Background: an optimization exercise with open tools, aiming at small area. Do not read the settings as production practice. Only simulation tests tie the RTL to the original design; equivalence was not proved. No activity file was given, so power comes from the tool's default toggle rates.

==> flow/design.v, too long to show whole: its modules and the start of the top module <==
// module alu: 2064 lines
// module register_file: 45 lines
// module program_counter: 29 lines
// module decode_unit: 58 lines
// module riscv_core: 76 lines
module riscv_core (
    input  logic        clk_i,
    input  logic        rst_ni,
    input  logic [31:0] instr_i,
    output logic        zero_flag_o,
    output logic [31:0] pc_o,
    output logic        wb_valid_o,
    output logic [4:0]  wb_addr_o,
    output logic [31:0] wb_data_o
);
  // ...
==> flow/run.sh <==
#!/bin/bash
# synth_recipe.tcl (not shown) runs the flow's synth.tcl, then flattens the netlist and writes it again
# the make line also repeats each setting of config.mk as NAME=value (left out here)
make -C /OpenROAD-flow-scripts/flow DESIGN_CONFIG=/design/flow/config.mk WORK_HOME=/design/flow/orfs CLKGATE_MAP_FILE= SYNTH_SCRIPT=/design/flow/synth_recipe.tcl finish
==> flow/config.mk <==
export PLATFORM = sky130hd
export DESIGN_NAME = riscv_core
export DESIGN_NICKNAME = riscv_core
export VERILOG_FILES = /design/flow/design.v
export SDC_FILE = /design/flow/constraint.sdc
export NUM_CORES = 4
export LEC_CHECK = 0
export CAP_MARGIN = 20
export CORE_MARGIN = 2
export CORE_UTILIZATION = 30
export PLACE_DENSITY = 0.5
export SETUP_SLACK_MARGIN = 0.3
export SLEW_MARGIN = 20
==> flow/constraint.sdc <==
create_clock -name core_clock -period 24.0 [get_ports {clk_i}]
set_input_delay 4.8000 -clock core_clock [delete_from_list [all_inputs] [get_ports {clk_i}]]
set_output_delay 4.8000 -clock core_clock [all_outputs]
set_load 0.01 [all_outputs]
==> reports/qor.txt, run 1 <==
=====================================================================================
Status .................................................................  timing/DRC/antenna clean
Worst path buffer plus inverter count ..................................            5
Worst min-delay path endpoint .......................................... u_register_file.valid[28]
Share of flip-flops with an asynchronous set or reset ..................        5.88%
Filler cell count ......................................................        20800
Count of cells along the worst register-to-register path ...............           54
Proportion of layout cells with a drive suffix above 1 .................        17.6%
DIE HEIGHT .............................................................       466 um
Number of antenna violations at the first check in global routing ......           28
Post-route met1 wirelength .............................................       139 mm
Metal2 WL ..............................................................       155 mm
Slowest cell on the critical path ......................................        or4_1
Final nets .............................................................         6288
Nonclk buf count .......................................................          658
Count of routing violations after the opening detailed-route iteration .        10900
Part of the power in the clock network .................................        26.0%
Share of synthesized cell area in and, or, nand and nor gates ..........        12.1%
Hold Slack .............................................................     0.616 ns
Depth of the worst hold-timing path ....................................            1
Pwr Total ..............................................................      6930 uW
Shortest period the worst path allows ..................................     23.33 ns
Number of global-route vias before repair ..............................        55300
Setup repair after global routing missed its margin ....................           no
Via count of the routed design .........................................        58200
Mean instance size in the synthesized netlist ..........................   11.5 sq um
Final cell count without fillers .......................................         8816
Standard-cell row count ................................................          169
Area used by multi-input combinational logic ...........................  30700 sq um
Post-Synth Adder-Cell Area .............................................        10.1%
CTS clock-pin slew for the worst setup and hold paths ..................      0.06 ns
Net Count, Synth .......................................................         5962
Top sig layer ..........................................................         met5
Final wirelength .......................................................       369 mm
CP Class ............................................................... input pin to primary output
Sequential Area ........................................................  31300 sq um
Power group with the highest consumption ............................... combinational logic
Met2 global-route usage ................................................        48.5%
Fraction of synthesized cell area in xor and xnor cells ................        5.49%
Met1 Usage GRT .........................................................        42.5%
Level count of the clock H-tree ........................................            3
Number of max-slew violations in the final report ......................            0
Mux contribution to synthesized area ...................................        1.09%
Number of detailed-route iterations in the first pass ..................           30
Final sequential cell count ............................................         1054
Slew headroom ..........................................................        14.4%
=====================================================================================
==> module program_counter, before the edit <==
module program_counter (
    input  logic        clk_i,
    input  logic        rst_ni,
    input  logic [31:0] instr_i,
    input  logic        is_jal_i,
    input  logic        is_jalr_i,
    input  logic        is_beq_i,
    input  logic        zero_i,
    input  logic [31:0] jalr_target_i,
    output logic [31:0] pc_o
);
    logic [31:1] pc_q, pc_inc, pc_rel, pc_d;
    logic [31:1] offset;
    assign offset = is_jal_i ?
        {{12{instr_i[31]}}, instr_i[19:12], instr_i[20], instr_i[30:21]} :
        {{19{instr_i[31]}}, instr_i[31], instr_i[7], instr_i[30:25], instr_i[11:8]};
    assign pc_inc = {pc_q[31:2] + 30'd1, pc_q[1]};
    assign pc_rel = pc_q + offset;
    always_comb begin
        if (is_jalr_i)                     pc_d = jalr_target_i[31:1];
        else if (is_jal_i || (is_beq_i && zero_i)) pc_d = pc_rel;
        else                               pc_d = pc_inc;
    end
    always_ff @(posedge clk_i or negedge rst_ni) begin
        if (!rst_ni) pc_q <= '0;
        else         pc_q <= pc_d;
    end
    assign pc_o = {pc_q, 1'b0};
endmodule
==> run 2: changes to the inputs <==
--- a/flow/design.v
+++ b/flow/design.v
@@ -2138,4 +2138,15 @@
         {{19{instr_i[31]}}, instr_i[31], instr_i[7], instr_i[30:25], instr_i[11:8]};
-    assign pc_inc = {pc_q[31:2] + 30'd1, pc_q[1]};
-    assign pc_rel = pc_q + offset;
+    logic [32:2] inc_c;
+    assign inc_c[2]  = 1'b1;
+    assign pc_inc[1] = pc_q[1];
+    for (genvar i = 2; i < 32; i++) begin : g_inc
+        assign pc_inc[i]  = pc_q[i] ^ inc_c[i];
+        assign inc_c[i+1] = pc_q[i] & inc_c[i];
+    end
+    logic [32:1] rel_c;
+    assign rel_c[1] = 1'b0;
+    for (genvar i = 1; i < 32; i++) begin : g_rel
+        assign pc_rel[i]  = pc_q[i] ^ offset[i] ^ rel_c[i];
+        assign rel_c[i+1] = (pc_q[i] & offset[i]) | (pc_q[i] & rel_c[i]) | (offset[i] & rel_c[i]);
+    end
     always_comb begin
--- a/flow/config.mk
+++ b/flow/config.mk
@@ -9,5 +9,7 @@
 export CORE_MARGIN = 2
-export CORE_UTILIZATION = 30
-export PLACE_DENSITY = 0.5
-export SETUP_SLACK_MARGIN = 0.3
+export CORE_UTILIZATION = 55
+export CTS_CLUSTER_DIAMETER = 80
+export CTS_CLUSTER_SIZE = 30
+export PLACE_DENSITY = 0.65
+export SETUP_SLACK_MARGIN = 0.1
 export SLEW_MARGIN = 20
==> run 2 against run 1 <==
  * Clock skew is 0.054 ns lower
  * Non-clock buffer count decreased by 170
  * Critical path type unchanged
  * Setup slack worse by 0.29 ns
  * Wire length decreased by 14%
  * Register-to-register slack got worse by 0.36 ns
  * Via count is 3.2% lower
  * Still clean
  * First-iteration DRC count increased by 18%
  * Hold slack lost 0.055 ns
==> reports/qor.txt, run 2 <==
=====================================================================================
Status .................................................................  timing/DRC/antenna clean
Worst setup skew after layout ..........................................    0.0510 ns
Synth Instances ........................................................         5393
Static leakage .........................................................    0.0252 uW
Clock root buffer ......................................................    clkbuf_16
Wire length of the first global-routing pass ...........................       430 mm
Data arrival time of the worst path ....................................     18.82 ns
Level count of the clock H-tree ........................................            2   -1
CTS tree ...............................................................          yes
Synthesis warning total ................................................            4
Worst-Skew Late Latency ................................................      0.72 ns
Register-to-Register Setup Slack .......................................      9.51 ns
Cell Area, Synth .......................................................  62800 sq um
Global route hottest layer .............................................         met2
Most used standard cells in the synthesized netlist .................... edfxtp_1, a22oi_1, clkbuf_1
Final cell count without fillers .......................................         7029   -20%
Slowest cell on the critical path ......................................       and3_2
Initial core utilization ...............................................        55.2%
Post-synth cell types ..................................................           98
Share of the clock period used by the worst path .......................        98.4%
Biggest regs ........................................................... u_register_file.regs x992, u_program_counter.pc_q x31, u_register_file.valid x31
Largest net degree at the start of global routing ......................           63
Place WS ...............................................................    0.0181 ns
MaxCap Viol Count ......................................................            0
Net Count, Synth .......................................................         5829   -2.2%
Fraction of the yosys area taken by sequential cells ...................        49.9%
Worst-margin pin slew ..................................................      1.29 ns
Critical path required time ............................................     19.20 ns
Commonest cells after routing, fill and taps aside ..................... edfxtp_1, a22oi_1, buf_4, inv_1, nand3_1
Number of max-slew violations in the final report ......................            0   unchanged
Leftover overflow at the end of global routing .........................            0
Overall routing resource usage .........................................        53.5%
Number of vias per cell after detailed routing .........................         8.01
DIE HEIGHT .............................................................       342 um   -27%
Number of detailed-route iterations in the first pass ..................           10   -67%
Top cell by count, worst path ..........................................         fa_1
Number of antenna violations at the first check in global routing ......           25   -11%
Layout area overhead ...................................................        10.3%
Setup-violating endpoint count in the final report .....................            0
Count of hold-fix buffers inserted at cts ..............................            0
Count of routing violations after the opening detailed-route iteration .        12800   +18%
Share of flip-flops with an asynchronous set or reset ..................        5.88%   unchanged
Power density over the cells ........................................... 80.9 nW/um^2
Setup repair after global routing missed its margin ....................           no
Commonest non-fill, non-tap cell in the layout .........................     edfxtp_1
Maximum fanout along the worst path ....................................           16
Placed wire-length estimate ............................................       205 mm
Number of synthesized register bits ....................................         1054
Dominant synthesized flop cell .........................................     edfxtp_1
Mean instance size in the synthesized netlist ..........................   11.7 sq um   +1.1%
Die outline area ....................................................... 117000 sq um
Core Box Area .......................................................... 114000 sq um
Filler cell count ......................................................         9204   -56%
Final nets .............................................................         5915   -5.9%
Worst min-delay path class ............................................. flop to flop
Main area contributors after synthesis ................................. edfxtp_1, fa_1, a22oi_1
Highest achievable clock rate ..........................................   0.0423 GHz
CP Class ............................................................... input pin to primary output
CTS clock-pin slew for the worst setup and hold paths ..................      0.09 ns   +0.03 ns
ANT nets after route ...................................................            0
Final wirelength .......................................................       319 mm   -14%
Number of global-route vias before repair ..............................        52900   -4.4%
Met1 Usage GRT .........................................................        64.6%   +22 points
CTS max path bufs ......................................................            3
Routed len/inst ........................................................      45.3 um
Standard-cell row count ................................................          124   -27%
Inserted Clock Buffers .................................................           49
Floorplan die width ....................................................       342 um
Max reg flops ..........................................................          992
Worst vdd rail ir drop .................................................    0.0993 mV
Via count of the routed design .........................................        56300   -3.2%
Highest cell delay on the worst timing path ............................      0.89 ns
Least setup slack across all paths after layout ........................     0.385 ns
Proportion of layout cells with a drive suffix above 1 .................        12.3%   -5.3 points
Met3 track utilization from global routing .............................        26.8%
Port buffer count ......................................................          103
Slew headroom ..........................................................        13.7%   -0.69 points
DRC violation count after routing ......................................            0
Number of top-level pins ...............................................          105
Count of clock tree sinks ..............................................         1054
Startpoint types .......................................................    input pin
Yosys top cell by area .................................................     edfxtp_1
Cell with the most instances after synthesis ...........................     edfxtp_1
Final weighted congestion in routability-driven placement ..............         1.08
Number of synthesized flops with an enable pin .........................          992
Proportion of netlist area held by the largest area contributor ........        47.4%
Number of placed instances, taps included ..............................         6937
Final hold violation count .............................................            0
Worst Setup End Kind ................................................... primary output
Shortest period the worst path allows ..................................     23.62 ns   +0.287 ns
Largest register by flop count ......................................... u_register_file.regs
Met2 global-route usage ................................................        73.8%   +25 points
=====================================================================================
==> run 2: metal layers <==
layer	part of all wire, %	up-vias
met5	0.099	-
met4	9.7	40
met3	18	1844
met2	40	6251
met1	32	27400
li1	-	20800
==> run 2: timing repair <==
item                       4_1_cts  5_1_grt
buffers inserted                 0        2
gates resized for setup          1       25
pin swaps                        0        1
setup endpoints to repair        1        4
==> run 2: critical path, delay by kind of cell <==
family / cells / cell delay (ns)
AND/OR/NAND/NOR: 13 / 5.06
buffers and inverters: 3 / 1.10
XOR/XNOR: 1 / 0.37
adder cells (fa/ha/maj): 15 / 6.42
AO/OA/AOI/OAI: 4 / 1.05
==> run 2: layout make-up <==
type / instances / area, sq um / share of cell area [%]
sequential: 1054 / 31300 / 45.2
multi-input combinational: 3568 / 29200 / 42.1
antenna: 14 / 35.0 / 0.0505
clock buffer: 53 / 1290 / 1.87
inverter: 318 / 1190 / 1.72
timing repair buffer: 488 / 4090 / 5.90
clock inverter: 22 / 328 / 0.473
tap: 1512 / 1890 / 2.73
==> run 2: per-stage QoR <==
step,util [%],area (sq um),TNS (ns),hold slack (ns),total power (uW)
after detailed placement,59.3,67600,0,0.528,4470
after global placement,59.3,67500,-0.380,0.538,4450
after global routing,60.8,69300,0,0.571,5780
final,60.9,69300,0,0.562,5610
after floorplan,-,62800,0,0.446,3450
after CTS,60.8,69200,0,0.546,5510
==> run 2: worst paths after layout <==
| check | from | end | depth (start not counted) |
|---|---|---|---|
| worst min-delay path | u_register_file.valid[20] | u_register_file.valid[20] | 1 |
| worst min register to register | u_register_file.valid[20] | u_register_file.valid[20] | 1 |
| min in group asynchronous | rst_ni | u_register_file.valid[16] | 2 |
| max in group asynchronous | rst_ni | u_program_counter.pc_q[19] | 2 |
| worst max-delay path | instr_i[19] | zero_flag_o | 36 |
| worst max register to register | u_register_file.valid[10] | u_program_counter.pc_q[6] | 39 |
==> run 2: logic make-up (layout without fill, tap and decap cells) <==
family	count (synthesis)	after routing	synth area share (%)
AOI/OAI and AO/OA	1450	1450	17.5
xor gates and xnor gates	341	341	4.83
adders and majority gates	402	402	11.1
buffers and inverters	771	881	4.76
DFF	1054	1054	49.9
muxes	10	10	0.161
other	1	15	0.00597
and+or+nand+nor	1364	1364	11.8
==> run 2: power breakdown <==
| group | leakage (uW) | switching [uW] | total [uW] | internal (uW) |
|---|---|---|---|---|
| Sequential | 0.00990 | 33.1 | 2130 | 2100 |
| Combinational | 0.0145 | 1520 | 2410 | 889 |
| Clock | 0.000787 | 630 | 1070 | 442 |

==> re-timing with driven ports <==
The flow's constraints put no driver on any port. The routed layouts listed below were extracted and timed again, unchanged, in two steps. Step 1: set_driving_cell puts a clkbuf_16 on clk_i and a buf_2 on each other input, an assumption about the parent block. Step 2 also shifts input and output timing later by t, the mid clock arrival at the registers, as if the neighbouring blocks saw the same clock. Three values: ideal ports, drivers, drivers and shift; two values: the first two.
run	shift t [ns]	setup slack, ns	worst hold slack (ns)	latest minus earliest clock arrival (ns)	slew at the worst register clock pin (ns)
run 1	0.859	0.672 / 0.649 / 0.649	0.616 / 0.616 / 0.616	0.105 / 0.105	0.07 / 0.07
run 2	0.774	0.385 / 0.358 / 0.358	0.562 / 0.562 / 0.562	0.051 / 0.051	0.12 / 0.12
After both steps setup and hold are still met in every run listed. For run 2, which loses most, drivers alone change the setup slack by -0.027 ns; drivers and shift together by -0.027 ns.
